What follows belongs to an exercise in optimizing a design on an open flow for small area and a short achievable clock period; a production flow would make more cautious choices.
RTL that was checked went through simulation tests only; none was proved equivalent to the original.
No functional check of the RTL was part of run 1.
Power figures rest on the tool's default switching activity, not on a simulated workload.

===== flow/config.mk =====
export PLATFORM = sky130hd
export DESIGN_NAME = main
export DESIGN_NICKNAME = main
export VERILOG_FILES = /design/flow/design.v
export SDC_FILE = /design/flow/constraint.sdc
export NUM_CORES = 4
export LEC_CHECK = 0
export ABC_AREA = 1
export CAP_MARGIN = 20
export CORE_MARGIN = 2
export CORE_UTILIZATION = 40
export SLEW_MARGIN = 20

===== flow/constraint.sdc =====
create_clock -name core_clock -period 10.0 [get_ports {CLK67MHZ}]
set_input_delay 2.0000 -clock core_clock [delete_from_list [all_inputs] [get_ports {CLK67MHZ}]]
set_output_delay 2.0000 -clock core_clock [all_outputs]
set_load 0.01 [all_outputs]

===== flow/design.v =====
`timescale 1ns / 1ps
module getOmega(
   input clk,
   input sck,
   input mosi,
   input ssel,
   output reg [39:0] omega,
   output reg chg,
   output wire [39:0] prev
);
    reg [2:0] SCKr;
    reg [1:0] SSELr;
    reg [1:0] MOSIr;
    always @(posedge clk) begin
        SCKr  <= {SCKr[1:0], sck};
        SSELr <= {SSELr[0], ssel};
        MOSIr <= {MOSIr[0], mosi};
    end
    wire sck_rise = ~SCKr[2] & SCKr[1];
    wire idle = SSELr[1];
    reg [40:0] sr;
    always @(posedge clk)
        if (sck_rise)
            sr <= {sr[39:0], MOSIr[1]};
    always @(posedge clk) begin
        if (idle)
            omega <= sr[39:0];
        chg <= idle & (sr[39:0] != omega);
    end
    assign prev = chg ? sr[40:1] : omega;
endmodule
module pfx_add #(parameter W = 8, parameter L = 3, parameter CI_LATE = 1) (a, b, ci, s, co);    
	input [W-1:0] a, b;
	input ci;
	output [W-1:0] s;
	output co;
	wire [W-1:0] p = a ^ b;
	wire [W-1:0] g = a & b;
	wire [(L+1)*W-1:0] gg, pp;
	assign gg[W-1:0] = CI_LATE ? g : {g[W-1:1], g[0] | (p[0] & ci)};
	assign pp[W-1:0] = p;
	genvar l, i;
	generate
		for (l = 0; l < L; l = l + 1) begin : lv
			for (i = 0; i < W; i = i + 1) begin : bt
				if ((i >> l) & 1) begin : join_
					localparam integer J = ((i >> l) << l) - 1;
					assign gg[(l+1)*W+i] = gg[l*W+i] | (pp[l*W+i] & gg[l*W+J]);
					assign pp[(l+1)*W+i] = pp[l*W+i] & pp[l*W+J];
				end else begin : pass_
					assign gg[(l+1)*W+i] = gg[l*W+i];
					assign pp[(l+1)*W+i] = pp[l*W+i];
				end
			end
		end
	endgenerate
	wire [W-1:0] c = CI_LATE ? gg[L*W +: W] | (pp[L*W +: W] & {W{ci}}) : gg[L*W +: W];    
	assign s = p ^ {c[W-2:0], ci};
	assign co = c[W-1];
endmodule
module capped_adder #(parameter RV1 = 0) (f, kl, kp, km, q1, nk, a1, a2, a3, a4, reset, hi, mid, lo, pos, neg);
	input [39:0] f;
	input [15:0] kl;
	input [12:0] kp;
	input [13:0] km;
	input q1, nk, a1, a2, a3, a4;    
	input reset;
	output [9:0] hi;
	output [1:0] mid;
	output [27:0] lo;
	output pos, neg;
	wire [29:0] k;
	assign k[15:0] = ({16{q1}} & kl) | ({16{nk}} & ~kl);
	assign k[29:16] = ({14{a1}} & {1'b0, kp}) | ({14{a4}} & ~{1'b0, kp})
	                | ({14{a2}} & km) | ({14{a3}} & ~km);
	wire [29:0] t;
	wire c30;
	pfx_add #(.W(30), .L(5)) add(.a(f[29:0]), .b(k), .ci(nk), .s(t), .co(c30));
	assign lo = t[27:0];
	wire [9:0] fh = f[39:30];
	wire up_ok = ~k[29] & (fh == 10'h1ff);
	wire dn_ok = k[29] & (fh == 10'h200);
	wire [9:0] fh_inc = fh + 10'd1;
	wire [9:0] fh_dec = fh - 10'd1;
	wire [9:0] rv = RV1 ? 10'h1ff : 10'h000;
	wire [9:0] h1 = reset ? rv : up_ok ? 10'h1ff : k[29] ? fh : fh_inc;
	wire [9:0] h0 = reset ? rv : dn_ok ? 10'h200 : k[29] ? fh_dec : fh;
	assign hi = ({10{c30}} & h1) | ({10{~c30}} & h0);
	assign mid = (t[29:28] | {2{pos}}) & ~{2{neg}};
	generate
		if (RV1) begin : rv1
			assign pos = (c30 & up_ok) | reset;
			assign neg = ~c30 & dn_ok & ~reset;
		end else begin : rv0
			assign pos = (c30 & up_ok) | reset;
			assign neg = (~c30 & dn_ok) | reset;
		end
	endgenerate
endmodule
module sd2(clk, reset, en, sd_in, bs_out, bs_out_nr);
input clk, reset;
input en;
input [11:0] sd_in;
output bs_out;
output bs_out_nr;                
reg [13:0] sd_reg1;
reg [13:0] sd_reg2;
wire ns = ~sd_reg1[13];
assign bs_out = ns;
wire [11:0] v = {~sd_in[11], sd_in[10:0]};
wire [12:0] w = {~sd_in[11], sd_in[11:0]};
wire [13:0] s2;
wire c2_unused;
pfx_add #(.W(14), .L(4), .CI_LATE(0)) add2(.a(sd_reg2), .b({1'b0, ns, v}), .ci(ns), .s(s2), .co(c2_unused));
wire [13:0] nx2 = {s2[13] ^ ns, s2[12:0]};
wire [13:0] hs = sd_reg1 ^ sd_reg2 ^ {1'b0, w};
wire [12:0] hc = (sd_reg1[12:0] & sd_reg2[12:0]) | (sd_reg1[12:0] & w) | (sd_reg2[12:0] & w);
wire [13:0] s1;
wire c1_unused;
pfx_add #(.W(14), .L(4), .CI_LATE(0)) add1(.a(hs), .b({hc, ns}), .ci(ns), .s(s1), .co(c1_unused));
wire [13:0] nx1 = {s1[13] ^ ns, s1[12:0]};
wire [13:0] reg1_nx = reset ? 14'd0 : en ? nx1 : sd_reg1;
assign bs_out_nr = ~(en ? nx1[13] : sd_reg1[13]);
always @(posedge clk) begin
	sd_reg1 <= reg1_nx;
	sd_reg2 <= reset ? 14'd0 : en ? nx2 : sd_reg2;
end
endmodule
module sd_two_piece #(parameter [39:0] RESETVAL = 40'd0) (clk, reset, en, kl, kp, km, sel, sd_out, sd_out_nr);
input clk, reset;
input en;
input [15:0] kl;
input [12:0] kp;
input [13:0] km;
input [5:0] sel;              
output sd_out;
output sd_out_nr;             
	reg [9:0] hi;
	reg [1:0] mid;
	reg [27:0] lo;
	reg pos, neg;
	wire [9:0] hi_nx;
	wire [1:0] mid_nx;
	wire [27:0] lo_nx;
	wire pos_nx, neg_nx;
	wire [39:0] feedback = {hi, mid, (lo | {28{pos}}) & ~{28{neg}}};
	capped_adder #(.RV1(RESETVAL != 40'd0)) add(feedback, kl, kp, km,
		sel[5], sel[4], sel[3], sel[2], sel[1], sel[0], reset, hi_nx, mid_nx, lo_nx, pos_nx, neg_nx);
	always @(posedge clk) begin
		hi <= hi_nx;
		mid <= mid_nx;
		lo <= lo_nx;
		pos <= pos_nx;
		neg <= neg_nx;
	end
	sd2 sd_one(
	.clk(clk),
	.reset(reset),
	.en(en),
	.sd_in(feedback[39:28]),
	.bs_out(sd_out),
	.bs_out_nr(sd_out_nr));
endmodule
module sigma_delta_twopiece(clk, reset, en, en_nr, en_rst, kl, kp, km, sd_out);
input clk, reset;
input en;
input en_nr, en_rst;    
input [15:0] kl;
input [12:0] kp;
input [13:0] km;
output [1:0] sd_out;
	wire [1:0] nr;    
	function [5:0] selects(input e, input sk, input so);
		selects = {e & sk, e & ~sk, e & sk & so, e & sk & ~so, e & ~sk & so, e & ~sk & ~so};
	endfunction
	reg [5:0] sel0, sel1;
	always @(posedge clk) begin
		sel0 <= reset ? selects(en_rst, 1'b1, 1'b1) : selects(en_nr, nr[1], nr[0]);
		sel1 <= reset ? selects(en_rst, 1'b0, 1'b1) : selects(en_nr, ~nr[0], nr[1]);
	end
	sd_two_piece #(.RESETVAL(40'h7fffffffff))
	piece_0 (
		.clk(clk),
		.reset(reset),
		.en(en),
		.kl(kl), .kp(kp), .km(km),
		.sel(sel0),
		.sd_out(sd_out[0]),
		.sd_out_nr(nr[0]));
	sd_two_piece #(.RESETVAL(40'h0000000000))
	piece_1 (
		.clk(clk),
		.reset(reset),
		.en(en),
		.kl(kl), .kp(kp), .km(km),
		.sel(sel1),
		.sd_out(sd_out[1]),
		.sd_out_nr(nr[1]));
endmodule
`timescale 1ns / 1ps
module clkDivider(
    input inClk,
    input reset,
    input wire [3:0] od_nx,    
    output reg outEn,
    output wire outEn_nx,      
    output wire outEn_nr,      
    output wire outEn_rst      
    );
    reg [10:0] cnt;
    wire [11:0] c;
    assign c[0] = 1'b1;
    genvar j;
    generate
        for (j = 0; j < 11; j = j + 1) begin : inc
            assign c[j+1] = c[j] & cnt[j];
        end
    endgenerate
    wire [10:0] cnt_inc = cnt ^ c[10:0];
    wire [10:0] cnt_nx = reset ? 11'd0 : cnt_inc;
    wire big = (od_nx <= 4'd1) | (od_nx >= 4'd13);
    wire [11:0] t;
    generate
        for (j = 0; j < 11; j = j + 1) begin : th
            assign t[j] = big | (od_nx <= 11 - j);
        end
    endgenerate
    assign t[11] = 1'b0;
    wire [10:0] r = {t[11:2], t[0] & ~t[1]};
    wire [10:0] ok = ~t[10:0] | ~(cnt ^ r);
    assign outEn_nr = &ok;
    assign outEn_rst = ~t[1];
    assign outEn_nx = reset ? outEn_rst : outEn_nr;
    always @(posedge inClk) begin
        cnt <= cnt_nx;
        outEn <= outEn_nx;
    end
endmodule
`timescale 1ns / 1ps
module main(
    input CLK67MHZ,
    input sckPort,
    input mosiPort,
    input sselPort,
    input resetPort,
    output upPort,
    output downPort
    );
    wire clk = CLK67MHZ;
    wire reset = resetPort;
    wire [39:0] data;
    wire        chg;
    wire [39:0] prev;
    getOmega omega(clk, sckPort, mosiPort, sselPort, data, chg, prev);
    wire [15:0] kl;
    wire [12:0] kp;
    wire [13:0] km;
    wire [3:0]  od, od_nx;
    bitShifter bs(clk, chg, prev, kl, kp, km, od, od_nx);
    wire en, en_nx, en_nr, en_rst;
    clkDivider getClk(clk, reset, od_nx, en, en_nx, en_nr, en_rst);
    wire [1:0] sdOut;
    sigma_delta_twopiece sigma_delta_twopiece(clk, reset, en, en_nr, en_rst, kl, kp, km, sdOut);
    reg d1, up_r, dn_r;
    always @(posedge clk) begin
        d1   <= sdOut[0];
        up_r <= ~(d1 & sdOut[0]);
        dn_r <= ~(d1 | sdOut[0]);
    end
    assign upPort = up_r;
    assign downPort = dn_r;
endmodule
module bitShifter(clk, chg, prev, kl, kp, km, outdivider, outdivider_nx);
input clk;
input chg;                   
input [39:0] prev;           
output reg [15:0] kl;
output reg [12:0] kp;
output reg [13:0] km;
output reg [3:0] outdivider;
output [3:0] outdivider_nx;
reg [39:0] internal_reg;
reg [3:0] countshift;
reg enable, inreg;
wire finished = |internal_reg[39:28];
assign outdivider_nx = finished ? outdivider : countshift;
always @(posedge clk) begin
    if (chg) begin
        enable <= 1'b1;
        inreg <= 1'b1;
        countshift <= 4'd0;
    end else if (enable) begin
        inreg <= 1'b0;
        if (!inreg && finished)
            countshift <= countshift + 4'd1;
    end
    if (inreg)
        internal_reg <= prev;
    else if (finished)
        internal_reg <= internal_reg >> 1;
    if (!finished) begin
        kl <= internal_reg[15:0];
        kp <= {1'b0, internal_reg[27:16]} + 13'd1;
        km <= {2'b00, internal_reg[27:16]} - 14'd1;
        outdivider <= countshift;
    end
end
endmodule

===== flow/flow/run.sh =====
#!/bin/bash
set -euo pipefail
bash standard.sh SETUP_SLACK_MARGIN=6.6 finish > flow_standard.log 2>&1

===== flow/standard.sh =====
#!/bin/bash
# synth_recipe.tcl (not shown) runs the flow's synth.tcl, then flattens the netlist and writes it again
# the make line also repeats each setting of config.mk as NAME=value (left out here)
make -C /OpenROAD-flow-scripts/flow DESIGN_CONFIG=/design/flow/config.mk WORK_HOME=/design/flow/orfs CLKGATE_MAP_FILE= SYNTH_SCRIPT=/design/flow/synth_recipe.tcl "${@:-finish}"

==> results of run 1 <==
[metal layers]
metal	routed length, microns	global-route usage [%]	vias up
met4	1057	5.661	0
met3	1509	2.430	70
met2	18260	27.16	238
li1	-	-	7471
met5	0	0	-
met1	19770	22.33	6754
[cells by family (layout without fill, tap and decap cells)]
| family | after synthesis | after routing |
|---|---|---|
| xor gates and xnor gates | 154 | 154 |
| buffers and inverters | 318 | 360 |
| DFF | 346 | 346 |
| AOI/OAI and AO/OA | 451 | 451 |
| and+or+nand+nor | 783 | 783 |
| adders and majority gates | 166 | 166 |
[timing repair]
action                                  in CTS  in global routing
buffers inserted                             2                 18
endpoints found under the setup margin      30                 44
resized for setup                           11                 24
pin swaps                                    1                  3
[power breakdown]
group | switching (mW) | total (mW) | internal [mW]
clock network | 0.615 | 1.50 | 0.888
logic | 0.425 | 0.730 | 0.304
registers | 0.106 | 1.69 | 1.58
[Yosys cell counts, drive strengths merged (5+ instances only)]
master and count:
or2 7, nand4 28, buf 13, ha 120, clkbuf 57, inv 247, a22oi 9, xor2 95
dfxtp 184, nor3 27, o22ai 9, o21ai 227, a21oi 123, o21bai 9, a21o 8, nand3b 5
o221ai 11, edfxtp 162, o211ai 20, nand3 74, nor4 14, nand2 275, fa 46, a211oi 5
nor2 349, a21boi 8, xnor2 59
[cell type report]
type / count / area share, %
Inverter: 248 / 4.362
Tap cell: 615 / 3.548
Clock inverter: 21 / 1.217
Timing Repair Buffer: 39 / 1.489
Sequential cell: 346 / 39.46
Multi-Input combinational cell: 1554 / 44.86
Clock buffer: 52 / 5.054
[worst paths after layout]
| kind | slack, ns | startpoint | endpoint | depth (start not counted) |
|---|---|---|---|---|
| setup / recovery | 6.86 | up_r | upPort | 1 |
| hold / removal | 0.32 | omega.MOSIr[0] | omega.MOSIr[1] | 0 |
| setup reg to reg | 6.88 | sigma_delta_twopiece.piece_1.pos | sigma_delta_twopiece.piece_1.mid[0] | 18 |
| hold reg to reg | 0.32 | omega.MOSIr[0] | omega.MOSIr[1] | 0 |
[metrics by stage]
step                utilization, %  cells  power, mW
detailed placement           41.95   2782      2.415
global route                 45.32   2875      4.148
CTS                          44.89   2857      3.941
floorplan                        -   2218      2.255
global placement             41.95   2782      2.393
finish                       45.32   2875      3.918
==> run summary, run 1 <==
- Largest net degree at the start of global routing: 53
- Setup Viol. Count Final: 0
- Ys async rst share: 0%
- Via/cell ratio: 5.055
- Drt pass-1 iters: 5
- FF/Latch Area: 8558 sq um
- Fill cell count: approximately 4,500
- CTS sink cnt: approximately 350
- Post-synthesis mux area share: 0%
- Largest cells by area after synthesis: edfxtp_1, dfxtp_1, ha_1
- Synth area leader: edfxtp_1
- Cts bufs inserted: 40
- Setup WS post-layout: 6.863 ns
- Root Buffer: clkbuf_16
- Worst Path Max Fanout: 1
- Longest Clk Path Bufs: 3
- H-tree levels: 2
- Critical path capture point type: output port
- Drc violations: 0
- Gp weighted congestion: 0.8446
- Grt total ovfl: 0
- Core area: 47,850 sq um
- Commonest non-fill, non-tap cell in the layout: nor2_1
- Hold Fails Final Rpt: 0
- EDFF count, synth: roughly 160
- Synth Flop Type: dfxtp_1
- HP Class: flip-flop to flip-flop
- Die width: 224.4 microns
- Cell family with most CP delay: flip-flops
- Nets@finish: 2,400
- Slowest cell on crit path: dfxtp_1
- Worst Max-Slew Pin Slew: 1.065 ns
- Total power divided by cell area: between 150 and 200 nW/um^2
- Share of layout cells above drive strength 1: 7.212%
- Antenna cells: 0
- Xor/xnor share of the synthesized area: about 7%
- Dpl ws: 6.255 ns
- RSZ-0062 raised after global routing: true
- Fin crit share: 31.37%
- Area Overhead vs Synth: 11.63%
- Seq/Total Area, Yosys: 44.00%
- Max reg flops: 41
- Final instance area: 21,690 sq um
- Area of the multi-input gates: between 9000 and 10,000 sq um
- HPWL after detailed placement: between 20 and 30 mm
- Slew HR: between 20% and 30%
- CTS tree: done
- Unique masters post-synth: 56
- Antenna violations before repair: 0
- Die height: 224.4 microns
- Max Cap Viol: 0
- Crit Path Category: flip-flop to output port
- Starting density of the core: 40.60%
- Yosys top cell area share: 25.04%
- Crit path launch type: flip-flop
- DR vias: 14,530
- CTS clk-pin slew, worst paths: 0.06 ns
- Post-Synthesis Cells: between 2,000 and 2,500
- Final wirelength: 40.60 mm
- Post-synthesis cell area: 19,430 sq um
- Most frequent cells in the layout: nor2_1, nand2_1, inv_1, o21ai_0, dfxtp_1
- Io pins: 7
- Routed Antenna Nets: 0
- Post-layout min period: 3.137 ns
- Peak VDD IR: 116.4 uV
- Req. time, crit path: 8.00 ns
- Syn Nets: 2,389
- Arrival @ worst endpoint: 1.14 ns
- Clk Latency, worst-skew pair: 0.57 ns
- Fin Hold WS: 0.3248 ns
- Count of hold-fix buffers inserted at cts: 0
- Max incr delay on CP: 0.29 ns
- Max Clk Rate: 318.8 MHz
- Cells along the critical path: dlygate4sd2_1
- First-pass GRT wire length: 69.14 mm
- Yosys warnings: 8
- Simple-gate area share of the yosys netlist: 17.15%
- DRT iter0 DRCs: 836
- Clock skew: 0.03509 ns
- Number of port buffers: 6
- Syn Area/Cell: 8.758 sq um
- Synth Area in Adders: 12.47%
- Number of global-route vias before repair: approximately 14,000
- All-Layer GR Usage: between 10% and 20%
- Leak: 9.423 nW
- Post-synthesis register bit count: 346
- Row cnt: 80
- Post-DR wirelength/cell: 14.12 microns
- Area of the die: 50,340 sq um
- Run status: no timing/DRC/antenna violations
- Main combinational cell family by area after synthesis: simple AND/OR/NAND/NOR gates
- Synth Area in Compound Gates: 13.17%
- Buf/Inv on CP: 1
- Placed inst area: 20,070 sq um
- Setup TNS: 0 ns
- Slew Limit Fails: 0
==> inputs of run 2 (changes only) <==
--- a/flow/design.v
+++ b/flow/design.v
@@ -77,3 +77,3 @@
 	wire c30;
-	pfx_add #(.W(30), .L(5)) add(.a(f[29:0]), .b(k), .ci(nk), .s(t), .co(c30));
+	pfx_add #(.W(30), .L(5), .CI_LATE(0)) add(.a(f[29:0]), .b(k), .ci(nk), .s(t), .co(c30));
 	assign lo = t[27:0];
==> flow/flow/run.sh (replaced) <==
#!/bin/bash
set -euo pipefail
bash standard.sh SETUP_SLACK_MARGIN=7.2 finish > flow_standard.log 2>&1
--- a/flow/config.mk
+++ b/flow/config.mk
@@ -11,2 +11,4 @@
 export CORE_UTILIZATION = 40
+export CTS_CLUSTER_DIAMETER = 120
+export CTS_CLUSTER_SIZE = 24
 export SLEW_MARGIN = 20
==> run 2 against run 1 <==
Still clean on timing, DRC and antenna; worst hold slack gained 0.0051 ns; via count shrank 2.6%; global-route usage fell by 0.40 points; final area grew 1.4%; core utilization increased by 0.92 points; sequential share of layout area down 0.26 points; setup slack better by 0.16 ns; combinational power grew 26%; critical endpoint is now downPort.
==> run summary, run 2 <==
- Run status: no timing/DRC/antenna violations
- Root Buffer: clkbuf_16
- Hold Fails Final Rpt: 0 (unchanged)
- Yosys warnings: 8 (unchanged)
- Core area: 47,550 sq um (-0.63%)
- Unique masters post-synth: 52 (-7.1%)
- Hold Startpoint: omega.SSELr[0]
- Area Overhead vs Synth: 14.40%
- Worst Path Max Fanout: 1 (unchanged)
- Synth cell count leaders: nor2_1, nand2_1, inv_1
- Grt total ovfl: 0 (unchanged)
- Clk Latency, worst-skew pair: 0.54 ns (-0.03 ns)
- Total power divided by cell area: 154.8 nW/um^2 (-14%)
- Buf/Inv on CP: 1 (unchanged)
- Slew Limit Fails: 0 (unchanged)
- Post-layout min period: 2.977 ns (-0.1601 ns)
- Drc violations: 0 (unchanged)
- Ys async rst share: 0% (unchanged)
- Area of the die: 49,820 sq um (-1.0%)
- CTS clk-pin slew, worst paths: 0.10 ns (+0.04 ns)
- Post-synthesis mux area share: 0% (unchanged)
- CTS sink cnt: 346 (unchanged)
- Syn Nets: 2,335 (-2.3%)
- Main combinational cell family by area after synthesis: simple AND/OR/NAND/NOR gates
- Max Cap Viol: 0 (unchanged)
- Cells along the critical path: buf_6
- Share of layout cells above drive strength 1: 15.30% (+8.1 points)
- All-Layer GR Usage: 16.13% (-0.40 points)
- WL met3: 1.401 mm (-7.2%)
- Largest cells by area after synthesis: edfxtp_1, dfxtp_1, ha_1
- Synth Flop Type: dfxtp_1
- Largest net degree at the start of global routing: 67 (+26%)
- Io pins: 7 (unchanged)
- Crit path launch type: flip-flop
- Yosys top cell area share: 25.31% (+0.27 points)
- Syn Area/Cell: 8.906 sq um (+1.7%)
- Critical path capture point type: output port
- Post-DR wirelength/cell: 14.23 microns (+0.77%)
- Max incr delay on CP: 0.33 ns (+0.04 ns)
- Number of global-route vias before repair: 13,690 (-2.8%)
- DR vias: 14,150 (-2.6%)
- Gp weighted congestion: 0.8251 (-2.3%)
- EDFF count, synth: 162 (unchanged)
- DRT iter0 DRCs: 929 (+11%)
- Slew HR: 32.83% (+3.9 points)
- Routed Antenna Nets: 0 (unchanged)
- Row cnt: 80 (unchanged)
- Final instance area: 21,990 sq um (+1.4%)
- Final wirelength: 40.18 mm (-1.0%)
- Setup Viol. Count Final: 0 (unchanged)
- Seq/Total Area, Yosys: 44.48% (+0.47 points)
- Synth Area in Compound Gates: 11.93% (-1.2 points)
- HP Class: flip-flop to flip-flop
- PnR Total Power: 3.403 mW (-13%)
- Placed insts: 2,726 (-2.0%)
- Nets@finish: 2,377 (-0.96%)
- Crit path from: dn_r
- WL met1: 18.41 mm (-6.9%)
- H-tree levels: 1 (-1)
- Die height: 223.2 microns (-0.52%)
- Cell family with most CP delay: flip-flops
- Max Clk Rate: 336.0 MHz (+5.4%)
- Peak VDD IR: 109.0 uV (-6.3%)
- Dpl ws: 6.482 ns (+0.2271 ns)
- Final std cells w/o fill: 2,824 (-1.8%)
- Arrival @ worst endpoint: 0.98 ns (-0.16 ns)
- Post-synthesis register bit count: 346 (unchanged)
- HPWL after detailed placement: 26.79 mm (-4.6%)
- Post-Synthesis Cells: 2,158 (-2.7%)
- Fin crit share: 29.77% (-1.6 points)
- Top Layer Used: met4
- Longest Clk Path Bufs: 3 (unchanged)
- Most frequent cells in the layout: nor2_1, nand2_1, inv_1, o21ai_0, edfxtp_1
- Commonest non-fill, non-tap cell in the layout: nor2_1
- Die width: 223.2 microns (-0.52%)
- Simple-gate area share of the yosys netlist: 17.45% (+0.31 points)
- Slowest cell on crit path: dfxtp_2
- DR WL met2: 19.72 mm (+8.0%)
- Setup WS post-layout: 7.023 ns (+0.1601 ns)
- Drt pass-1 iters: 5 (unchanged)
- Placed inst area: 20,030 sq um (-0.22%)
- Synth Area in Adders: 13.38% (+0.92 points)
- RSZ-0062 raised after global routing: true
- Crit Path Category: flip-flop to output port
- First-pass GRT wire length: 67.00 mm (-3.1%)
- Via/cell ratio: 5.010 (-0.89%)
- Cell with the most instances after synthesis: nor2_1
- R2r startpoint: bs.kl[0]
- Post-synthesis cell area: 19,220 sq um (-1.1%)
- Synth area leader: edfxtp_1
- Max reg flops: 41 (unchanged)
- Cts bufs inserted: 18 (-55%)
- Req. time, crit path: 8.00 ns (about the same)
- Clock skew: 0.01418 ns (-0.02091 ns)
- Leak: 9.381 nW (-0.45%)
- CTS tree: done
- Starting density of the core: 40.42% (-0.18 points)
- Setup TNS: 0 ns (unchanged)
- Xor/xnor share of the synthesized area: 6.744% (-0.20 points)
- Number of port buffers: 6 (unchanged)
- Worst Max-Slew Pin Slew: 1.008 ns (-0.05783 ns)
- Antenna violations before repair: 0 (unchanged)
- Antenna cells: 0 (unchanged)
## run 2: changes by cell type after synthesis, moves of 8 or more
cell / change
a21oi_1: -17
inv_1: -14
o21ai_0: -12
nand3_1: +11
fa_1: +10
nor2_1: -8
## run 2: worst paths after layout
path	endpoint	slack, ns	cells after the start
max reg2reg	sigma_delta_twopiece.piece_1.lo[17]	7.10	16
min	omega.SSELr[1]	0.33	0
min reg2reg	omega.SSELr[1]	0.33	0
max	downPort	7.02	1
## run 2: cell type report
class	instances	area (sq um)
Clock buffer	25	476.7
Inverter	239	932.1
Sequential cell	346	8621
Tap cell	615	769.5
Timing Repair Buffer	88	902.1
Clock inverter	4	35.03
Multi-Input combinational cell	1507	10250
Fill cell	4328	25560
## run 2: power by group
part	total (mW)	switching [mW]	internal (mW)
registers	1.68	0.0975	1.58
clock network	0.807	0.465	0.342
logic	0.918	0.515	0.402
## run 2: what timing repair did
| action | in CTS | in global routing |
|---|---|---|
| resized for setup | 161 | 109 |
| pin swaps | 53 | 55 |
| setup buffers | 40 | 24 |
| setup endpoints to repair | 102 | 86 |
| hold buffers | 0 | 0 |
| cloned | 5 | 0 |
## run 2: metal layers
| layer | vias up | track usage, % |
|---|---|---|
| met1 | 6656 | 21.08 |
| met2 | 191 | 28.75 |
| met5 | - | 0 |
| met4 | 0 | 3.680 |
| met3 | 36 | 1.712 |
| li1 | 7265 | - |
## run 2: cell families after synthesis
family,after synthesis
AO/OA/AOI/OAI,407
XOR/XNOR,148
adder cells (fa/ha/maj),172
buffers and inverters,306
flip-flops,346
AND/OR/NAND/NOR,779
## run 2: per-stage QoR
step | util, % | hold WS [ns]
2_1_floorplan | - | 0.3096
3_3_place_gp | 42.12 | 0.3116
3_5_place_dp | 42.12 | 0.3142
4_1_cts | 45.14 | 0.3321
5_1_grt | 46.24 | 0.3349
6_report | 46.24 | 0.3299
==> inputs of run 3 (changes only) <==
--- a/flow/config.mk
+++ b/flow/config.mk
@@ -14 +14,2 @@
 export SLEW_MARGIN = 20
+export TNS_END_PERCENT = 20
==> run 3 against run 2 <==
Global-route usage rose by 0.12 points; sequential cell count did not move; via count fell by 0.55%; final area fell by 2.2%; sequential power barely moved; maximum frequency rose by 0.58%; core utilization fell by 1.0 points; critical path type unchanged; highest routed layer unchanged.
==> run summary, run 3 <==
- Run status: no timing/DRC/antenna violations
- Routed Antenna Nets: 0 (unchanged)
- Yosys warnings: 8 (unchanged)
- Slew Limit Fails: 0 (unchanged)
- Syn Nets: 2,335 (unchanged)
- Synth cell count leaders: nor2_1, nand2_1, inv_1
- Max reg flops: 41 (unchanged)
- Peak VDD IR: 127.6 uV (+17%)
- Post-layout min period: 2.959 ns (-0.01703 ns)
- Setup TNS: 0 ns (unchanged)
- Synth area leader: edfxtp_1
- Fill cell count: 4,465 (+3.2%)
- Ys async rst share: 0% (unchanged)
- Max Cap Viol: 0 (unchanged)
- Via/cell ratio: 5.002 (-0.16%)
- Yosys top cell area share: 25.31% (unchanged)
- Longest Clk Path Bufs: 3 (unchanged)
- Post-synthesis cell area: 19,220 sq um (unchanged)
- Commonest non-fill, non-tap cell in the layout: nor2_1
- Unique masters post-synth: 52 (unchanged)
- Post-Synthesis Cells: 2,158 (unchanged)
- H-tree levels: 1 (unchanged)
- HPWL after detailed placement: 27.44 mm (+2.4%)
- RSZ-0062 raised after global routing: true
- Root Buffer: clkbuf_16
- Clock skew: 0.01875 ns (+0.004571 ns)
- Post-DR wirelength/cell: 14.21 microns (-0.17%)
- Max Clk Rate: 337.9 MHz (+0.58%)
- Critical path capture point type: output port
- Area Overhead vs Synth: 11.91%
- Crit Path Category: flip-flop to output port
- Post-synthesis register bit count: 346 (unchanged)
- Io pins: 7 (unchanged)
- Leak: 9.262 nW (-1.3%)
- Clk Latency, worst-skew pair: 0.54 ns (about the same)
- Largest net degree at the start of global routing: 67 (unchanged)
- Die height: 223.2 microns (unchanged)
- Cts bufs inserted: 18 (unchanged)
- Slew HR: 32.92% (+0.088 points)
- Number of global-route vias before repair: 13,980 (+2.1%)
- Antenna violations before repair: 0 (unchanged)
- Arrival @ worst endpoint: 0.96 ns (-0.02 ns)
- Max incr delay on CP: 0.32 ns (about the same)
- Gp weighted congestion: 0.8326 (+0.91%)
- Worst Max-Slew Pin Slew: 1.006 ns (-0.001326 ns)
- Cell with the most instances after synthesis: nor2_1
- Row cnt: 80 (unchanged)
- Worst Path Max Fanout: 1 (unchanged)
- DR vias: 14,070 (-0.55%)
- CTS sink cnt: 346 (unchanged)
- HP Class: flip-flop to flip-flop
- CTS tree: done
- Drt pass-1 iters: 5 (unchanged)
- Synth Flop Type: dfxtp_1
- Total power divided by cell area: 157.6 nW/um^2 (+1.8%)
- Fin crit share: 29.59% (-0.17 points)
- Nets@finish: 2,366 (-0.46%)
- Grt total ovfl: 0 (unchanged)
- Crit path launch type: flip-flop
- CTS clk-pin slew, worst paths: 0.10 ns (about the same)
- Number of port buffers: 6 (unchanged)
- Req. time, crit path: 8.00 ns (about the same)
- Drc violations: 0 (unchanged)
- Core area: 47,550 sq um (unchanged)
- Most frequent cells in the layout: nor2_1, nand2_1, inv_1, o21ai_0, edfxtp_1
- Slowest cell on crit path: dfxtp_1
- Hold Fails Final Rpt: 0 (unchanged)
- Cell family with most CP delay: flip-flops
- Dpl ws: 6.539 ns (+0.05755 ns)
- Antenna cells: 0 (unchanged)
- Starting density of the core: 40.42% (unchanged)
- EDFF count, synth: 162 (unchanged)
- Share of layout cells above drive strength 1: 12.65% (-2.7 points)
- Buf/Inv on CP: 1 (unchanged)
- DRT iter0 DRCs: 879 (-5.4%)
- Syn Area/Cell: 8.906 sq um (unchanged)
- Cells along the critical path: buf_2
- Largest cells by area after synthesis: edfxtp_1, dfxtp_1, ha_1
- Final wirelength: 39.96 mm (-0.56%)
- Setup Viol. Count Final: 0 (unchanged)
- Die width: 223.2 microns (unchanged)
- All-Layer GR Usage: 16.26% (+0.12 points)
- Setup WS post-layout: 7.041 ns (+0.01703 ns)
- First-pass GRT wire length: 67.42 mm (+0.63%)
- Area of the die: 49,820 sq um (unchanged)
- Seq/Total Area, Yosys: 44.48% (unchanged)
run 3: power breakdown:
group | switching, mW | internal, mW
clock network | 0.456 | 0.379
registers | 0.0985 | 1.58
logic | 0.493 | 0.382
run 3: what timing repair did:
action / 4_1_cts / 5_1_grt
setup endpoints to repair: 95 / 128
setup buffers: 33 / 22
pin swaps: 25 / 32
hold buffers: 0 / 0
cloned: 3 / 0
resized for setup: 110 / 65
run 3: path summary, 6_finish.rpt:
path                       start                             endpoint  slack [ns]  cells past startpoint
setup / recovery            up_r                               upPort        7.04                      1
setup reg to reg        bs.km[9]  sigma_delta_twopiece.piece_1.mid[0]        7.12                     16
hold / removal    omega.SSELr[0]                       omega.SSELr[1]        0.33                      0
hold reg to reg   omega.SSELr[0]                       omega.SSELr[1]        0.33                      0
run 3: per-layer routing:
metal | part of all wire [%] | up-vias | GRT usage, %
met5 | 0 | - | 0
met4 | 2.4 | 0 | 5.153
met3 | 2.7 | 48 | 1.699
met2 | 48 | 166 | 28.13
met1 | 47 | 6613 | 21.40
li1 | - | 7243 | -
run 3: stage by stage:
stage               util, %  instance area, sq um  hold WS (ns)  std cells  power, mW
global route          45.24                 21510        0.3432       2813      3.623
finish                45.24                 21510        0.3308       2813      3.389
global placement      41.96                 19950        0.3106       2726      2.419
CTS                   44.52                 21170        0.3339       2791      3.373
detailed placement    41.96                 19950        0.3153       2726      2.443
floorplan                 -                 19310        0.3096       2158      2.279
run 3: area by class of cell:
| cell class | count | area [sq um] | area share, % |
|---|---|---|---|
| Sequential cell | 346 | 8603 | 40.00 |
| Clock buffer | 28 | 540.5 | 2.513 |
| Inverter | 239 | 919.6 | 4.276 |
| Tap cell | 615 | 769.5 | 3.578 |
| Timing Repair Buffer | 78 | 758.2 | 3.525 |
| Clock inverter | 1 | 8.758 | 0.04072 |
| Multi-Input combinational cell | 1506 | 9908 | 46.07 |
run 3: logic make-up (layout without fill, tap and decap cells):
family,count (synthesis),count (layout),synth area share [%]
AND/OR/NAND/NOR,779,779,17.45
buffers and inverters,306,346,6.015
flip-flops,346,346,44.48
XOR/XNOR,148,148,6.744
AO/OA/AOI/OAI,407,407,11.93
adder cells (fa/ha/maj),172,172,13.38
==> inputs of run 4 (changes only) <==
--- a/flow/config.mk
+++ b/flow/config.mk
@@ -14,2 +14,2 @@
 export SLEW_MARGIN = 20
-export TNS_END_PERCENT = 20
+export TNS_END_PERCENT = 10
==> run 4 against run 3 <==
Cell count rose by 0.14%; largest power group unchanged; synthesized area unchanged; highest routed layer unchanged; still clean; via count rose by 0.19%; critical path depth unchanged; core utilization about the same; critical endpoint unchanged; power increased by 0.50%; register-to-register slack barely moved; sequential power barely moved; die area is the same; clock power about the same; synthesized cell count is the same; global-route usage shrank 0.10 points.
==> run summary, run 4 <==
- Yosys warnings: 8 (unchanged)
- Worst Path Max Fanout: 1 (unchanged)
- Req. time, crit path: 8.00 ns (about the same)
- Max reg flops: 41 (unchanged)
- Number of global-route vias before repair: 13,870 (-0.78%)
- Clock skew: 0.01890 ns (+0.0001514 ns)
- Drt pass-1 iters: 5 (unchanged)
- Synth cell count leaders: nor2_1, nand2_1, inv_1
- Post-synthesis register bit count: 346 (unchanged)
- WL met1: 18.90 mm (+0.74%)
- WL met3: 1.022 mm (-6.8%)
- Nets@finish: 2,370 (+0.17%)
- Post-Synthesis Cells: 2,158 (unchanged)
- Starting density of the core: 40.42% (unchanged)
- CTS clk-pin slew, worst paths: 0.10 ns (about the same)
- Post-synthesis cell area: 19,220 sq um (unchanged)
- Ys async rst share: 0% (unchanged)
- Commonest non-fill, non-tap cell in the layout: nor2_1
- Fin crit share: 29.62% (about the same)
- Cells along the critical path: buf_2
- PnR Total Power: 3.406 mW (+0.50%)
- Root Buffer: clkbuf_16
- Yosys top cell area share: 25.31% (unchanged)
- Crit Path Category: flip-flop to output port
- CTS tree: done
- HP Class: flip-flop to flip-flop
- Grt total ovfl: 0 (unchanged)
- Row cnt: 80 (unchanged)
- Most frequent cells in the layout: nor2_1, nand2_1, inv_1, o21ai_0, edfxtp_1
- Top Layer Used: met4
- Max Cap Viol: 0 (unchanged)
- Final wirelength: 39.87 mm (-0.24%)
- All-Layer GR Usage: 16.16% (-0.10 points)
- Via/cell ratio: 5.004 (about the same)
- Slew HR: 33.20% (+0.28 points)
- Count of hold-fix buffers inserted at cts: 0 (unchanged)
- Worst Max-Slew Pin Slew: 1.002 ns (-0.004232 ns)
- Buf/Inv on CP: 1 (unchanged)
- Number of port buffers: 6 (unchanged)
- Critical path capture point type: output port
- H-tree levels: 1 (unchanged)
- Crit path launch type: flip-flop
- Slew Limit Fails: 0 (unchanged)
- Unique masters post-synth: 52 (unchanged)
- EDFF count, synth: 162 (unchanged)
- Seq/Total Area, Yosys: 44.48% (unchanged)
- Share of layout cells above drive strength 1: 12.58% (-0.068 points)
- Antenna violations before repair: 0 (unchanged)
- Synth area leader: edfxtp_1
- CTS sink cnt: 346 (unchanged)
- Arrival @ worst endpoint: 0.96 ns (about the same)
- Slowest cell on crit path: dfxtp_1
- Clk Latency, worst-skew pair: 0.54 ns (about the same)
- Die width: 223.2 microns (unchanged)
- DR vias: 14,100 (+0.19%)
- Area of the die: 49,820 sq um (unchanged)
- Setup TNS: 0 ns (unchanged)
- Syn Area/Cell: 8.906 sq um (unchanged)
- Core area: 47,550 sq um (unchanged)
- Max Clk Rate: 337.6 MHz (about the same)
- Largest cells by area after synthesis: edfxtp_1, dfxtp_1, ha_1
- Setup Viol. Count Final: 0 (unchanged)
- Routed Antenna Nets: 0 (unchanged)
- Hold Fails Final Rpt: 0 (unchanged)
- Largest net degree at the start of global routing: 67 (unchanged)
- Post-layout min period: 2.962 ns (+0.002380 ns)
- Synth Flop Type: dfxtp_1
- Area Overhead vs Synth: 11.84% (about the same)
- Antenna cells: 0 (unchanged)
- DR WL met2: 19.00 mm (-0.76%)
- Peak VDD IR: 127.8 uV (+0.15%)
- Die height: 223.2 microns (unchanged)
- Gp weighted congestion: 0.8326 (unchanged)
- Drc violations: 0 (unchanged)
- Cts bufs inserted: 18 (unchanged)
- Cell with the most instances after synthesis: nor2_1
- Max incr delay on CP: 0.32 ns (about the same)
- Io pins: 7 (unchanged)
- DRT iter0 DRCs: 871 (-0.91%)
- Syn Nets: 2,335 (unchanged)
- Longest Clk Path Bufs: 3 (unchanged)
- First-pass GRT wire length: 67.00 mm (-0.62%)
- Final Util: 45.21% (about the same)
- Fill cell count: 4,468 (+0.067%)
- RSZ-0062 raised after global routing: true
- Cell family with most CP delay: flip-flops
- Leak: 9.259 nW (about the same)
- Run status: no timing/DRC/antenna violations
- HPWL after detailed placement: 27.44 mm (unchanged)
- Post-DR wirelength/cell: 14.15 microns (-0.38%)
- Total power divided by cell area: 158.5 nW/um^2 (+0.56%)
-- run 4: worst register-to-register path: cells and delay by family (launching register included) --
| kind | cells | cell delay, ns |
|---|---|---|
| buffers and inverters | 2 | 0.29 |
| AND/OR/NAND/NOR | 8 | 0.60 |
| adder cells (fa/ha/maj) | 3 | 1.05 |
| AO/OA/AOI/OAI | 2 | 0.35 |
| flip-flops | 1 | 0.36 |
| XOR/XNOR | 1 | 0.14 |
-- run 4: path summary, 6_finish.rpt --
path	startpoint	cells past startpoint	slack, ns	endpoint
setup / recovery	up_r	1	7.04	upPort
hold / removal	omega.SSELr[0]	0	0.33	omega.SSELr[1]
setup reg to reg	sigma_delta_twopiece.piece_1.pos	16	7.11	sigma_delta_twopiece.piece_1.lo[17]
hold reg to reg	omega.SSELr[0]	0	0.33	omega.SSELr[1]
-- run 4: cells by family after synthesis --
logic type,synth area share (%)
AO/OA/AOI/OAI,11.93
XOR/XNOR,6.744
adder cells (fa/ha/maj),13.38
buffers and inverters,6.015
flip-flops,44.48
AND/OR/NAND/NOR,17.45
-- run 4: area by class of cell --
cell class	instances	area (sq um)	share of cell area, %
Multi-Input combinational cell	1506	9882	45.97
Sequential cell	346	8598	40.00
Inverter	239	923.4	4.296
Timing Repair Buffer	82	773.2	3.597
Tap cell	615	769.5	3.580
Clock buffer	28	540.5	2.515
Clock inverter	1	8.758	0.04075
-- run 4: through the flow --
step                      hold slack (ns)  cells  cell area, sq um  worst slack (ns)
after floorplan                    0.3096   2158             19310             7.116
after global placement             0.3106   2726             19950             6.604
after detailed placement           0.3153   2726             19950             6.539
after CTS                          0.3339   2786             21070             7.007
after global routing               0.3432   2817             21500             6.919
final                              0.3308   2817             21500             7.038
-- run 4: per-layer routing --
metal | vias to the layer above | GRT usage [%]
li1 | 7249 | -
met5 | - | 0
met1 | 6644 | 21.43
met4 | 0 | 5.109
met3 | 43 | 1.633
met2 | 161 | 27.80
-- run 4: report_power, final --
group          switching (mW)  internal [mW]  total [mW]
registers              0.0984           1.58        1.68
logic                   0.498          0.394       0.892
clock network           0.457          0.379       0.835
total                    1.05           2.35        3.41
-- run 4: timing repair --
action,4_1_cts,5_1_grt
pin swaps,22,38
gates cloned,3,0
gates resized for setup,99,65
endpoints found under the setup margin,95,130
setup buffers,28,31
==> inputs of run 5 (changes only) <==
--- a/flow/config.mk
+++ b/flow/config.mk
@@ -10,3 +10,3 @@
 export CORE_MARGIN = 2
-export CORE_UTILIZATION = 40
+export CORE_UTILIZATION = 45
 export CTS_CLUSTER_DIAMETER = 120
==> run 5 against run 4 <==
Cell count down 3.3%; power down 1.3%; clock power down 2.5%; via count down 0.65%; first-iteration DRC count up 9.8%.
==> run summary, run 5 <==
- Nets@finish: 2,353 (-0.72%)
- Longest Clk Path Bufs: 3 (unchanged)
- Number of port buffers: 6 (unchanged)
- Core area: 42,040 sq um (-12%)
- Setup Viol. Count Final: 0 (unchanged)
- Top Layer Used: met4
- All-Layer GR Usage: 18.28% (+2.1 points)
- HPWL after detailed placement: 26.73 mm (-2.6%)
- PnR Total Power: 3.362 mW (-1.3%)
- Post-layout min period: 2.973 ns (+0.01148 ns)
- Cell family with most CP delay: flip-flops
- Row cnt: 75 (-6.3%)
- EDFF count, synth: 162 (unchanged)
- RSZ-0062 raised after global routing: true
- Ys async rst share: 0% (unchanged)
- Post-synthesis cell area: 19,220 sq um (unchanged)
- Commonest non-fill, non-tap cell in the layout: nor2_1
- Slew HR: 32.07% (-1.1 points)
- Syn Area/Cell: 8.906 sq um (unchanged)
- DR vias: 14,010 (-0.65%)
- Io pins: 7 (unchanged)
- Run status: no timing/DRC/antenna violations
- Post-synthesis register bit count: 346 (unchanged)
- Max reg flops: 41 (unchanged)
- Hold Fails Final Rpt: 0 (unchanged)
- Starting density of the core: 45.72% (+5.3 points)
- Antenna cells: 0 (unchanged)
- CTS sink cnt: 346 (unchanged)
- Slowest cell on crit path: dfxtp_2
- Share of layout cells above drive strength 1: 11.34% (-1.2 points)
- H-tree levels: 1 (unchanged)
- Number of global-route vias before repair: 13,930 (+0.48%)
- Worst Max-Slew Pin Slew: 1.019 ns (+0.01695 ns)
- CTS tree: done
- Unique masters post-synth: 52 (unchanged)
- CTS clk-pin slew, worst paths: 0.10 ns (about the same)
- Buf/Inv on CP: 1 (unchanged)
- Critical path capture point type: output port
- WL met3: 1.054 mm (+3.1%)
- DR WL met2: 18.85 mm (-0.79%)
- Slew Limit Fails: 0 (unchanged)
- Cell with the most instances after synthesis: nor2_1
- Grt total ovfl: 0 (unchanged)
- Root Buffer: clkbuf_16
- Max Clk Rate: 336.3 MHz (-0.39%)
- Yosys top cell area share: 25.31% (unchanged)
- Area of the die: 44,380 sq um (-11%)
- Cells along the critical path: buf_6
- Peak VDD IR: 110.0 uV (-14%)
- HP Class: flip-flop to flip-flop
- Worst Path Max Fanout: 1 (unchanged)
- Max Cap Viol: 0 (unchanged)
- Die height: 210.7 microns (-5.6%)
- Clk Latency, worst-skew pair: 0.55 ns (about the same)
- Synth area leader: edfxtp_1
- Antenna violations before repair: 0 (unchanged)
- Yosys warnings: 8 (unchanged)
- Drc violations: 0 (unchanged)
- Synth Flop Type: dfxtp_1
- Clock skew: 0.02019 ns (+0.001289 ns)
- Syn Nets: 2,335 (unchanged)
- Final wirelength: 39.74 mm (-0.32%)
- Final Util: 50.74% (+5.5 points)
- Cts bufs inserted: 18 (unchanged)
- Drt pass-1 iters: 5 (unchanged)
- Synth cell count leaders: nor2_1, nand2_1, inv_1
- Arrival @ worst endpoint: 0.97 ns (about the same)
- Post-Synthesis Cells: 2,158 (unchanged)
- Seq/Total Area, Yosys: 44.48% (unchanged)
- Fin crit share: 29.73% (+0.11 points)
- Most frequent cells in the layout: nor2_1, nand2_1, inv_1, o21ai_0
- Setup TNS: 0 ns (unchanged)
- Gp weighted congestion: 0.8326 (unchanged)
- Largest net degree at the start of global routing: 67 (unchanged)
- Leak: 9.193 nW (-0.71%)
- DRT iter0 DRCs: 956 (+9.8%)
- Req. time, crit path: 8.00 ns (about the same)
- Post-DR wirelength/cell: 14.58 microns (+3.0%)
- WL met1: 18.90 mm (about the same)
- Area Overhead vs Synth: 10.98%
- Max incr delay on CP: 0.33 ns (about the same)
- First-pass GRT wire length: 67.61 mm (+0.92%)
- Routed Antenna Nets: 0 (unchanged)
- Total power divided by cell area: 157.6 nW/um^2 (-0.52%)
- Die width: 210.7 microns (-5.6%)
- Crit Path Category: flip-flop to output port
- Largest cells by area after synthesis: edfxtp_1, dfxtp_1, ha_1
- Crit path launch type: flip-flop
- Count of hold-fix buffers inserted at cts: 0 (unchanged)
- Via/cell ratio: 5.139 (+2.7%)
-- run 5: cell counts after synthesis --
Identical to the previous run, type by type.
-- run 5: cell type report --
type | count | area [sq um]
fillers | 3905 | 20710
clock inverters | 3 | 33.78
multi-input cells | 1507 | 9930
repair buffers | 64 | 689.4
clock buffers | 27 | 484.2
well taps | 539 | 674.4
inverters | 239 | 925.9
flip-flops and latches | 346 | 8593
-- run 5: cell families (layout without fill, tap and decap cells) --
logic type,count (synthesis),in the layout,share of synthesized area (%)
adders and majority gates,172,172,13.38
and+or+nand+nor,779,780,17.45
AOI/OAI and AO/OA,407,407,11.93
buffers and inverters,306,333,6.015
DFF,346,346,44.48
xor gates and xnor gates,148,148,6.744
-- run 5: final timing paths --
path | startpoint | end | slack, ns | depth (start not counted)
setup / recovery | dn_r | downPort | 7.03 | 1
hold / removal | omega.SSELr[0] | omega.SSELr[1] | 0.33 | 0
setup reg to reg | bs.kl[0] | sigma_delta_twopiece.piece_1.lo[17] | 7.09 | 15
hold reg to reg | omega.SSELr[0] | omega.SSELr[1] | 0.33 | 0
-- run 5: power breakdown --
part	internal [mW]	switching [mW]
Sequential	1.58	0.0992
Combinational	0.374	0.495
Clock	0.345	0.469
-- run 5: routing by layer --
metal | vias to the layer above | track usage (%)
met5 | - | 0
met4 | 0 | 5.051
met3 | 43 | 1.621
met2 | 167 | 31.83
met1 | 6576 | 24.45
li1 | 7219 | -
-- run 5: stage by stage --
| step | hold WS, ns | cell area, sq um | cells | setup slack, ns |
|---|---|---|---|---|
| 2_1_floorplan | 0.3096 | 19310 | 2158 | 7.116 |
| 3_3_place_gp | 0.3108 | 19850 | 2649 | 6.005 |
| 3_5_place_dp | 0.3120 | 19850 | 2649 | 6.354 |
| 4_1_cts | 0.3267 | 21040 | 2712 | 6.979 |
| 5_1_grt | 0.3405 | 21330 | 2725 | 6.943 |
| 6_report | 0.3262 | 21330 | 2725 | 7.027 |
-- run 5: timing repair --
action	CTS	global route
setup endpoints to repair	116	107
gates cloned	5	0
buffers inserted	28	13
resized for setup	103	64
pin swaps	25	36
==> inputs of run 6 (changes only) <==
==> flow/run.sh (new file) <==
#!/bin/bash
# synth_recipe.tcl (not shown) runs the flow's synth.tcl, then flattens the netlist and writes it again
# the make line also repeats each setting of config.mk as NAME=value (left out here)
make -C /OpenROAD-flow-scripts/flow DESIGN_CONFIG=/design/flow/config.mk WORK_HOME=/design/flow/orfs CLKGATE_MAP_FILE= SYNTH_SCRIPT=/design/flow/synth_recipe.tcl finish
--- a/flow/config.mk
+++ b/flow/config.mk
@@ -10,5 +10,6 @@
 export CORE_MARGIN = 2
-export CORE_UTILIZATION = 45
+export CORE_UTILIZATION = 40
 export CTS_CLUSTER_DIAMETER = 120
 export CTS_CLUSTER_SIZE = 24
+export SETUP_SLACK_MARGIN = 5
 export SLEW_MARGIN = 20
removed: flow/flow/run.sh
removed: flow/standard.sh
==> run 6 against run 5 <==
Worst hold slack better by 0.0063 ns; maximum frequency shrank 19%; core utilization is 7.8 points lower; clock power fell by 1%.
==> run summary, run 6 <==
- Dpl ws: 6.263 ns (-0.09094 ns)
- Final wirelength: 37.92 mm (-4.6%)
- Max Clk Rate: 271.3 MHz (-19%)
- Die height: 223.2 microns (+6.0%)
- Max Cap Viol: 0 (unchanged)
- Antenna violations before repair: 0 (unchanged)
- Clk Latency, worst-skew pair: 0.53 ns (-0.02 ns)
- HPWL after detailed placement: 26.93 mm (+0.74%)
- Crit path launch type: flip-flop
- Crit path from: sigma_delta_twopiece.sel1[4]
- Row cnt: 80 (+6.7%)
- Count of hold-fix buffers inserted at cts: 0 (unchanged)
- Post-synthesis register bit count: 346 (unchanged)
- Root Buffer: clkbuf_16
- Met2 Track Usage GR: 26.10% (-5.7 points)
- Met1 usage: 20.68% (-3.8 points)
- Slew Limit Fails: 0 (unchanged)
- Area of the die: 49,820 sq um (+12%)
- Post-DR wirelength/cell: 13.77 microns (-5.6%)
- Post-layout min period: 3.686 ns (+0.7131 ns)
- Cells along the critical path: inv_1 > o21ai_0 > fa_1 > fa_1 > nand3_1 > nand2_1 > nand2_1 > nand2_1 > nand3_1 > nand2_1 > a21oi_2 > o21ai_2 > nand3_1 > nand2_1 > nand2_1 > o21ai_0 > a21oi_1
- Hold Startpoint: omega.SSELr[0]
- DR vias: 13,900 (-0.74%)
- Unique masters post-synth: 52 (unchanged)
- Seq/Total Area, Yosys: 44.48% (unchanged)
- Req. time, crit path: 10.47 ns (+2.47 ns)
- Yosys warnings: 8 (unchanged)
- Area Overhead vs Synth: 6.243%
- Buf/Inv on CP: 1 (unchanged)
- Leak: 8.814 nW (-4.1%)
- CTS tree: done
- Drt pass-1 iters: 5 (unchanged)
- Grt met3 use: 1.475% (-0.15 points)
- Starting density of the core: 40.42% (-5.3 points)
- Slowest cell on crit path: fa_1
- CTS clk-pin slew, worst paths: 0.10 ns (about the same)
- Crit Path Category: flip-flop to flip-flop
- Run status: no timing/DRC/antenna violations
- Max reg flops: 41 (unchanged)
- Fin crit share: 36.86% (+7.1 points)
- Syn Area/Cell: 8.906 sq um (unchanged)
- Post-CTS Setup Inserts: 0 (-100%)
- Worst Max-Slew Pin Slew: 1.034 ns (+0.01505 ns)
- Die width: 223.2 microns (+6.0%)
- Via/cell ratio: 5.046 (-1.8%)
- EDFF count, synth: 162 (unchanged)
- Drc violations: 0 (unchanged)
- Longest Clk Path Bufs: 3 (unchanged)
- Setup WS post-layout: 6.314 ns (-0.7131 ns)
- Number of port buffers: 6 (unchanged)
- RSZ-0062 raised after global routing: false
- Largest cells by area after synthesis: edfxtp_1, dfxtp_1, ha_1
- Critical Path Most Common Cell: nand2_1
- CTS sink cnt: 346 (unchanged)
- Io pins: 7 (unchanged)
- Max incr delay on CP: 0.43 ns (+0.10 ns)
- Worst Path Max Fanout: 16 (+15)
- Synth cell count leaders: nor2_1, nand2_1, inv_1
- Cell with the most instances after synthesis: nor2_1
- Nets@finish: 2,309 (-1.9%)
- Net Sw Frac: 31.13% (-0.50 points)
- Synth area leader: edfxtp_1
- Post-cts sizing count: 0 (-100%)
- Arrival @ worst endpoint: 4.16 ns (+3.19 ns)
- Cell family with most CP delay: simple AND/OR/NAND/NOR gates
- Combinational share of power: 22.9% (-3.0 points)
- Clock skew: 0.01310 ns (-0.007090 ns)
- Commonest non-fill, non-tap cell in the layout: nor2_1
- HP Class: flip-flop to flip-flop
- DRT iter0 DRCs: 942 (-1.5%)
- Share of layout cells above drive strength 1: 4.299% (-7.0 points)
- Synth Flop Type: dfxtp_1
- Grt total ovfl: 0 (unchanged)
- Core area: 47,550 sq um (+13%)
- Slew HR: 31.07% (-1.0 points)
- Fill cell count: 4,545 (+16%)
- Total power divided by cell area: 157.4 nW/um^2 (-0.13%)
- Cts bufs inserted: 18 (unchanged)
- Syn Nets: 2,335 (unchanged)
- Most frequent cells in the layout: nor2_1, nand2_1, inv_1, o21ai_0, dfxtp_1
- Critical path capture point type: flip-flop
- Gp weighted congestion: 0.8323 (about the same)
- All-Layer GR Usage: 15.23% (-3.1 points)
- Final instance area: 20,420 sq um (-4.3%)
- Clock power share: 25.0% (+0.8 points)
- Setup Viol. Count Final: 0 (unchanged)
- Yosys top cell area share: 25.31% (unchanged)
- Routed Antenna Nets: 0 (unchanged)
- Hold Fails Final Rpt: 0 (unchanged)
- R2r startpoint: sigma_delta_twopiece.sel1[4]
- H-tree levels: 1 (unchanged)
- GRT Max-Usage Layer: met2
- Antenna cells: 0 (unchanged)
- Number of global-route vias before repair: 13,360 (-4.1%)
- Sequential share of power: 52.1% (+2.2 points)
- P_int: 2.214 mW (-3.7%)
- Placed inst area: 19,910 sq um (+0.31%)
- Ys async rst share: 0% (unchanged)
- Peak VDD IR: 120.1 uV (+9.1%)
- Setup TNS: 0 ns (unchanged)
- Post-Synthesis Cells: 2,158 (unchanged)
- Sw power: 1.001 mW (-5.9%)
- First-pass GRT wire length: 63.95 mm (-5.4%)
- Post-synthesis cell area: 19,220 sq um (unchanged)
- Largest net degree at the start of global routing: 67 (unchanged)
-- run 6: cell count changes in the layout (fill, tap and decap cells not counted), moves of 13 or more --
cell	before	now
o21ai_0	198	211
dfxtp_1	162	182
inv_1	215	232
buf_4	43	15
dfxtp_2	15	2
nand2_1	243	259
-- run 6: cell type report --
class                   instances  area [sq um]  share of cell area [%]
well taps                     615         769.5                   3.768
repair buffers                 21         167.7                  0.8211
inverters                     239         897.1                   4.393
flip-flops and latches        346          8551                   41.87
multi-input cells            1506          9523                   46.64
clock inverters                 3         35.03                  0.1716
clock buffers                  25         476.7                   2.335
-- run 6: kinds of logic after synthesis --
family	after synthesis	share of synthesized area (%)
AO/OA/AOI/OAI	407	11.93
XOR/XNOR	148	6.744
adder cells (fa/ha/maj)	172	13.38
buffers and inverters	306	6.015
flip-flops	346	44.48
AND/OR/NAND/NOR	779	17.45
-- run 6: path summary, 6_finish.rpt --
path | to | slack (ns) | cells after the start
worst max register to register | sigma_delta_twopiece.piece_1.hi[2] | 6.31 | 17
worst min register to register | omega.SSELr[1] | 0.33 | 0
worst max-delay path | sigma_delta_twopiece.piece_1.hi[2] | 6.31 | 17
worst min-delay path | omega.SSELr[1] | 0.33 | 0
-- run 6: power groups by stage --
| stage | clock network (mW) | registers [mW] | logic, mW |
|---|---|---|---|
| 6_report | 0.804 | 1.67 | 0.735 |
| 5_1_grt | 0.878 | 1.69 | 0.856 |
| 4_1_cts | 0.837 | 1.68 | 0.740 |
| 3_5_place_dp | 0 | 1.71 | 0.733 |
| 3_3_place_gp | 0 | 1.71 | 0.715 |
| 2_1_floorplan | 0 | 1.67 | 0.604 |
-- run 6: through the flow --
| step | hold WS (ns) | utilization [%] | std cells | power, mW |
|---|---|---|---|---|
| finish | 0.3325 | 42.95 | 2755 | 3.214 |
| global route | 0.3373 | 42.95 | 2755 | 3.425 |
| CTS | 0.3321 | 42.95 | 2755 | 3.254 |
| detailed placement | 0.3131 | 41.87 | 2727 | 2.442 |
| global placement | 0.3103 | 41.87 | 2727 | 2.421 |
| floorplan | 0.3096 | - | 2158 | 2.278 |
-- run 6: layer usage --
| metal | vias to the layer above | part of all wire, % |
|---|---|---|
| li1 | 7112 | - |
| met1 | 6587 | 49 |
| met2 | 163 | 46 |
| met3 | 40 | 2.5 |
| met4 | 0 | 2.1 |
| met5 | - | 0 |
==> inputs of run 7 (changes only) <==
==> flow/flow/run.sh (new file) <==
#!/bin/bash
set -euo pipefail
bash standard.sh SETUP_SLACK_MARGIN=7.0 finish > flow_standard.log 2>&1
==> flow/standard.sh (new file) <==
#!/bin/bash
# synth_recipe.tcl (not shown) runs the flow's synth.tcl, then flattens the netlist and writes it again
# the make line also repeats each setting of config.mk as NAME=value (left out here)
make -C /OpenROAD-flow-scripts/flow DESIGN_CONFIG=/design/flow/config.mk WORK_HOME=/design/flow/orfs CLKGATE_MAP_FILE= SYNTH_SCRIPT=/design/flow/synth_recipe.tcl "${@:-finish}"
--- a/flow/config.mk
+++ b/flow/config.mk
@@ -13,4 +13,3 @@
 export CTS_CLUSTER_SIZE = 24
-export SETUP_SLACK_MARGIN = 5
 export SLEW_MARGIN = 20
-export TNS_END_PERCENT = 10
+export TNS_END_PERCENT = 5
removed: flow/run.sh
==> run 7 against run 6 <==
Setup slack improved by 0.71 ns; sequential power barely moved; power grew 4.1%; synthesized area unchanged; critical path depth is 16 lower; first-iteration DRC count shrank 24%; sequential cell count stayed put; register-to-register slack improved by 0.78 ns; sequential share of layout area is 1.4 points lower; maximum frequency grew 24%; worst hold slack got worse by 0.00093 ns; critical endpoint is now upPort.
==> run summary, run 7 <==
- Final wirelength: 39.43 mm (+4.0%)
- Root Buffer: clkbuf_16
- Io pins: 7 (unchanged)
- Worst setup endpoint: upPort
- Post-DR wirelength/cell: 14.11 microns (+2.5%)
- Clock skew: 0.01444 ns (+0.001342 ns)
- Commonest non-fill, non-tap cell in the layout: nor2_1
- Number of port buffers: 6 (unchanged)
- Hold Fails Final Rpt: 0 (unchanged)
- Area of the die: 49,820 sq um (unchanged)
- Buf/Inv on CP: 1 (unchanged)
- Routed Antenna Nets: 0 (unchanged)
- DR vias: 14,010 (+0.74%)
- Cell family with most CP delay: flip-flops
- Syn Area/Cell: 8.906 sq um (unchanged)
- Setup TNS: 0 ns (unchanged)
- Setup Viol. Count Final: 0 (unchanged)
- CTS sink cnt: 346 (unchanged)
- Cells along the critical path: buf_2
- H-tree levels: 1 (unchanged)
- Gp weighted congestion: 0.8385 (+0.74%)
- WL met3: 979 microns (+4.9%)
- Max Cap Viol: 0 (unchanged)
- Slew HR: 33.13% (+2.1 points)
- Synth cell count leaders: nor2_1, nand2_1, inv_1
- Yosys warnings: 8 (unchanged)
- Crit path launch type: flip-flop
- Seq/Total Area, Yosys: 44.48% (unchanged)
- Req. time, crit path: 8.00 ns (-2.47 ns)
- All-Layer GR Usage: 15.86% (+0.63 points)
- Slowest cell on crit path: dfxtp_1
- Run status: no timing/DRC/antenna violations
- Synth area leader: edfxtp_1
- Number of global-route vias before repair: 13,730 (+2.8%)
- Max incr delay on CP: 0.32 ns (-0.11 ns)
- Placed insts: 2,726 (-0.037%)
- Unique masters post-synth: 52 (unchanged)
- Number of cells on the critical path: 1 (-16)
- Area Overhead vs Synth: 10.39%
- Die width: 223.2 microns (unchanged)
- Max Clk Rate: 336.0 MHz (+24%)
- Post-layout min period: 2.977 ns (-0.7099 ns)
- Largest cells by area after synthesis: edfxtp_1, dfxtp_1, ha_1
- Reg2Reg Setup Slack: 7.09 ns (+0.78 ns)
- Die height: 223.2 microns (unchanged)
- Fin crit share: 29.77% (-7.1 points)
- WL met1: 18.74 mm (+0.68%)
- Clk Latency, worst-skew pair: 0.54 ns (about the same)
- Synth Flop Type: dfxtp_1
- Crit Path Category: flip-flop to output port
- Hold Startpoint: omega.SSELr[0]
- Nets@finish: 2,349 (+1.7%)
- EDFF count, synth: 162 (unchanged)
- Total power divided by cell area: 157.7 nW/um^2 (+0.21%)
- Ys async rst share: 0% (unchanged)
- Slew Limit Fails: 0 (unchanged)
- Via/cell ratio: 5.011 (-0.70%)
- HP Class: flip-flop to flip-flop
- Core area: 47,550 sq um (unchanged)
- Most frequent cells in the layout: nor2_1, nand2_1, inv_1, o21ai_0, dfxtp_1
- DRT iter0 DRCs: 720 (-24%)
- Area of the multi-input gates: 9877 sq um (+3.7%)
- Worst Path Max Fanout: 1 (-15)
- Cts bufs inserted: 18 (unchanged)
- Antenna violations before repair: 1 (+1)
- Cell with the most instances after synthesis: nor2_1
- Drc violations: 0 (unchanged)
- First-pass GRT wire length: 66.47 mm (+3.9%)
- Top Layer Used: met5
- Yosys top cell area share: 25.31% (unchanged)
- Final std cells w/o fill: 2,795 (+1.5%)
- Antenna cells: 0 (unchanged)
- RSZ-0062 raised after global routing: true
- Longest Clk Path Bufs: 3 (unchanged)
- HPWL after detailed placement: 27.40 mm (+1.7%)
- Critical path capture point type: output port
- Grt total ovfl: 0 (unchanged)
- DR WL met2: 18.78 mm (+6.7%)
- Peak VDD IR: 123.3 uV (+2.7%)
- CTS tree: done
- Row cnt: 80 (unchanged)
- Share of layout cells above drive strength 1: 10.14% (+5.8 points)
- Max reg flops: 41 (unchanged)
- Syn Nets: 2,335 (unchanged)
- Post-synthesis register bit count: 346 (unchanged)
- Worst flop-to-flop path endpoint: sigma_delta_twopiece.piece_0.lo[17]
- Post-Synthesis Cells: 2,158 (unchanged)
- Worst Max-Slew Pin Slew: 0.9996 ns (-0.03439 ns)
- Post-synthesis cell area: 19,220 sq um (unchanged)
- Crit path from: up_r
- Leak: 9.115 nW (+3.4%)
- Drt pass-1 iters: 6 (+1)
- Largest net degree at the start of global routing: 67 (unchanged)
- Starting density of the core: 40.42% (unchanged)
- Worst Reg-to-Reg Cells: 15 (-2)
- CTS clk-pin slew, worst paths: 0.10 ns (about the same)
- Fill cell count: 4,525 (-0.44%)
- FF/Latch Area: 8581 sq um (+0.35%)
- R2r startpoint: bs.kl[0]
- Arrival @ worst endpoint: 0.98 ns (-3.18 ns)
-- run 7: worst min-delay path by stage --
stage,end,slack (ns),cells past startpoint
3_3_place_gp,omega.SSELr[1],0.31,0
3_5_place_dp,omega.MOSIr[1],0.31,0
6_report,omega.SSELr[1],0.33,0
4_1_cts,omega.MOSIr[1],0.33,0
5_1_grt,omega.MOSIr[1],0.34,0
2_1_floorplan,omega.MOSIr[1],0.31,0
-- run 7: layout make-up --
class / instances / area share, %
clock buffer: 26 / 2.412
clock inverter: 2 / 0.1179
inverter: 239 / 4.346
multi-input combinational: 1507 / 46.55
sequential: 346 / 40.44
tap: 615 / 3.627
timing repair buffer: 60 / 2.500
-- run 7: cells by family after synthesis --
kind of cell             Yosys count  share of synthesized area [%]
AND/OR/NAND/NOR                  779                          17.45
AO/OA/AOI/OAI                    407                          11.93
flip-flops                       346                          44.48
buffers and inverters            306                          6.015
adder cells (fa/ha/maj)          172                          13.38
XOR/XNOR                         148                          6.744
-- run 7: routing by layer --
metal	GRT usage, %	vias up
met5	0	-
met4	4.525	2
met3	1.831	51
met2	27.42	146
met1	20.98	6602
li1	-	7204
-- run 7: timing repair --
action	in CTS	in global routing
cloned	1	0
buffers inserted	13	27
endpoints found under the setup margin	89	85
pin swaps	16	27
hold buffers	0	0
hold endpoints to repair	0	0
resized for setup	75	72
-- run 7: metrics by stage --
step	util (%)	cell area (sq um)	hold WS [ns]	setup slack [ns]	total power, mW
floorplan	-	19220	0.3096	6.793	2.278
global placement	41.86	19900	0.3103	6.500	2.419
detailed placement	41.86	19900	0.3121	6.348	2.449
CTS	43.70	20780	0.3338	6.906	3.315
global route	44.62	21220	0.3378	6.939	3.567
finish	44.62	21220	0.3316	7.023	3.347
-- run 7: report_power, final --
part | switching [mW] | internal (mW)
Combinational | 0.487 | 0.356
Clock | 0.462 | 0.364
Sequential | 0.0994 | 1.58
-- run 7: worst register-to-register path: stages, from the launching register on --
cell	delay, ns
edfxtp_1	0.48
nand2_1	0.09
o21ai_1	0.08
fa_2	0.38
fa_2	0.36
nand3_1	0.08
nand2_1	0.08
nand2_1	0.08
nand2_2	0.07
nand3_2	0.07
nand2_2	0.07
a21oi_4	0.17
o21ai_4	0.11
buf_12	0.16
fa_1	0.37
xor2_1	0.15

==> port drivers added, routing unchanged <==
In the flow no input, the clock included, has a driving cell. The finished layouts below were timed again as built, in two steps. Step 1: set_driving_cell puts a clkbuf_16 on CLK67MHZ and a buf_2 on each other input, an assumption about the parent block. Step 2 times the ports against the registers' clock, not the clock port: input delays grow and output delays shrink by t, the midpoint of the rising clock arrivals with the driver on. Slacks: ideal ports / drivers / drivers and shift; pairs: ideal ports / drivers.
run	t, ns	setup slack, ns	clock arrival spread, ns	slew at the worst register clock pin (ns)	pins driven straight from the clock port
run 1	0.616	6.863 / 6.805 / 6.353	0.039 / 0.038	0.07 / 0.07	1
run 2	0.588	7.023 / 6.968 / 6.608	0.016 / 0.016	0.11 / 0.11	1
run 3	0.585	7.041 / 6.984 / 6.672	0.022 / 0.023	0.10 / 0.10	1
run 4	0.585	7.038 / 6.982 / 6.579	0.022 / 0.023	0.10 / 0.10	1
run 5	0.587	7.027 / 6.976 / 6.538	0.022 / 0.021	0.11 / 0.11	1
run 6	0.583	6.314 / 6.314 / 6.310	0.013 / 0.013	0.10 / 0.10	1
run 7	0.592	7.023 / 6.966 / 6.510	0.016 / 0.016	0.11 / 0.11	1
After both steps setup and hold are still met in every run listed. The setup slack of run 7, which loses most, moves by -0.057 ns with the drivers and by -0.513 ns with both steps.
